From an optimization exercise on the open Yosys and OpenROAD flow, aimed at small area and a short achievable clock period; shortcuts taken in it are not production practice.
Only simulation tests tie the RTL to the original design; equivalence was not proved.
Power and IR drop assume default switching activity.

== job 5429 ==
==> flow/design.v (excerpt) <==
module median_3x3(
	input clk,
	input [8 - 1 : 0] i_p0, i_p1, i_p2,
	input [8 - 1 : 0] i_p3, i_p4, i_p5,
	input [8 - 1 : 0] i_p6, i_p7, i_p8,
	output reg [8 - 1 : 0] o_median
);
clock: 6.0 ns
lec_check: 0
abc_area: 1
cap_margin: 20
core_margin: 2
core_utilization: 60
cts_buf_list: sky130_fd_sc_hd__clkbuf_8
setup_slack_margin: 3.1
slew_margin: 20
standard.sh (not shown) runs the stock make flow with config.mk's settings and CLKGATE_MAP_FILE= SYNTH_SCRIPT=/design/flow/synth_recipe.tcl, a recipe that flattens the netlist after the stock synthesis.
==> flow/flow/run.sh <==
#!/bin/bash
# The standard layout (the standard.sh, ORFS from synthesis to the final
# layout), with the smallest buffer on the ports instead of ORFS's default
# choice. Each tool's output is in orfs/logs; standard.sh's own output in
# standard.log.
export BUFFER_PORTS_ARGS="-buffer_cell sky130_fd_sc_hd__buf_1"
bash standard.sh > standard.log 2>&1
#### Input delta (job 1525 over job 5429)
- a change of SETUP_SLACK_MARGIN from 3.1 to 3.3
Notes after the runs:
Job 1525: flow completed, timing, DRC and antenna clean. The lower power of job 1525 and job 5429 is in job 5429. Taking job 5429 as the reference, in job 1525 mean number of vias per cell went up by about 2.8%; first-pass GRT wire length went up by about 2.5%; routed wire length went up by 1400 µm; count of mapped cells out of synthesis was more or less identical. Reported for job 1525 and job 5429, synthesized area divided by synthesized cell count turned out identical to the last digit. Compared with job 5429, in job 1525 final worst-path cycle share moved down; upper clock frequency limit moved up. Against job 5429 as the reference, job 1525 delivers a higher overall routing resource usage.
Here is what was changed in the inputs of job 3706 compared with job 1525.
- changing SETUP_SLACK_MARGIN from 3.3 to 3.25
Notes after the runs:
- Job 3706 vs job 1525, class of the most critical setup path: flip-flop to flip-flop vs input port to flip-flop
- Diff job 1525 and job 3706: clock share of power lower in job 1525
- When job 3706 is measured against job 1525, its count of fill cells added during filler insertion turns out 52 higher.
- Compared job 3706 against job 1525; clock distribution area overhead in the final layout within noise.
- As of job 3706, first-pass GRT wire length had fallen slightly compared to job 1525.
- Between job 3706 and job 1525, it is job 3706 whose combined global-route utilization of all metal layers is lower, by 0.53 points.
- Final design area excluding fillers: job 3706 lower than job 1525
- Sort job 1525 and job 3706 by cell count, ascending, and job 3706 comes first.
- Taking job 3706 as 1.0, job 1525 lands at 1.05 on total wire length.
- Total power: job 3706 below job 1525
- Re core occupancy in the finished layout: job 3706 is 2.3 points down on job 1525.


## run 1
Starting RTL as in the previous note.
clock: 6.0 ns
lec_check: 0
abc_area: 1
cap_margin: 20
core_margin: 2
core_utilization: 50
cts_buf_list: sky130_fd_sc_hd__clkbuf_8
setup_slack_margin: 3.2
slew_margin: 20
Scripts as last shown in full above: flow/flow/run.sh
Run 1 completed every stage of the flow, and the final layout passed the timing, DRC and antenna checks.
[inputs] run 2 vs run 1
Settings: SETUP_SLACK_MARGIN now 3.0, was 3.2; CORE_UTILIZATION now 60, was 50.
==> comparison <==
Per the comparison of run 2 with run 1, chip height decreased about 8%, total met3 wirelength after detailed routing increased 92 um.
Diff run 1 -> run 2: slack of the critical path now sits lower, clock-buffer cell count now sits higher.
Run 1 fits on a die that is larger than the die of run 2.
| final setup skew | run 2 vs run 1 | 5.1 ps higher |
Between run 1 and run 2, detailed route wirelength on metal2 decreased.
Origin of the worst setup path: i_p7[7] -> run 1, i_p6[7] -> run 2
From run 1 to run 2, maximum level of the CTS H-tree did not move at all.
Worst-path maximum fanout: run 2 < run 1
### run 2 -> run 3
Settings: swapping 3.0 for 3.4 in SETUP_SLACK_MARGIN.
--- outcome ---
Run 3 vs run 2: layout buffer count excluding clock buffers up in run 3
Diff run 2 -> run 3 | routed metal-1 wire length | increase of 19%
In the reports for run 3 and run 2, the larger overall routed net length belongs to run 3.
Run 3 vs run 2: net total in the final layout up
Diff run 3 and run 2: final worst-path cycle share higher in run 2
The higher time the final worst path needs with I/O delays and setup came out of run 2.
In the metrics for run 3 and run 2, the one carrying the lower post-layout utilization of the core is run 2.
Against run 2, run 3 comes in 59 ps higher on worst setup slack.
Area: run 3 vs run 2 -> run 3 larger
Taking run 2 as the reference point, the number of setup buffers added after CTS of run 3 rises by 8.
#### Input delta (run 4 over run 3)
Settings: swapping 3.4 for 3.25 in SETUP_SLACK_MARGIN; swapping 60 for 55 in CORE_UTILIZATION.
==> comparison <==
Post-route cell area (run 3 / run 4): 1.12
Diff run 3 -> run 4: sum of routed wire segments on met1 dropped 590 um; transition time at the pin with the least slew margin went up by 36 ps; met3 track demand over resource in global routing lost 1.1 points; non-clock buffer count now smaller.
Relative to run 3, total wirelength of the detailed-routed design has gone down in run 4.
The setup slack after layout of run 4 was superior to that of run 3.
Utilization, run 3 and run 4: higher on run 3

separate check: timing with driven ports:
The flow's constraints put no driver on any port. The routed layouts listed below were extracted and timed again, unchanged, in two steps.
Step 1: set_driving_cell puts a clkbuf_16 on clk and a buf_2 on each other input, an assumption about the parent block.
Step 2 also shifts input and output timing later by t, the mid clock arrival at the registers, as if the neighbouring blocks saw the same clock.
Three values: no drivers, after step 1, after step 2; two values: the first two.
run | shift t [ns] | slack for setup (ns) | worst data-port slew with drivers (ns)
job 5429 | 0.393 | 3.127 / 3.142 / 2.749 | 0.03
job 1525 | 0.396 | 3.229 / 3.228 / 2.832 | 0.05
job 3706 | 0.401 | 3.289 / 3.289 / 2.909 | 0.04
run 1 | 0.404 | 3.227 / 3.242 / 2.837 | 0.03
run 2 | 0.393 | 3.066 / 3.077 / 2.684 | 0.04
run 3 | 0.407 | 3.124 / 3.081 / 2.674 | 0.08
run 4 | 0.395 | 3.261 / 3.274 / 2.880 | 0.05
After both steps setup and hold are still met in every run listed. For run 3, which loses most, drivers alone change the setup slack by -0.043 ns; drivers and shift together by -0.450 ns.
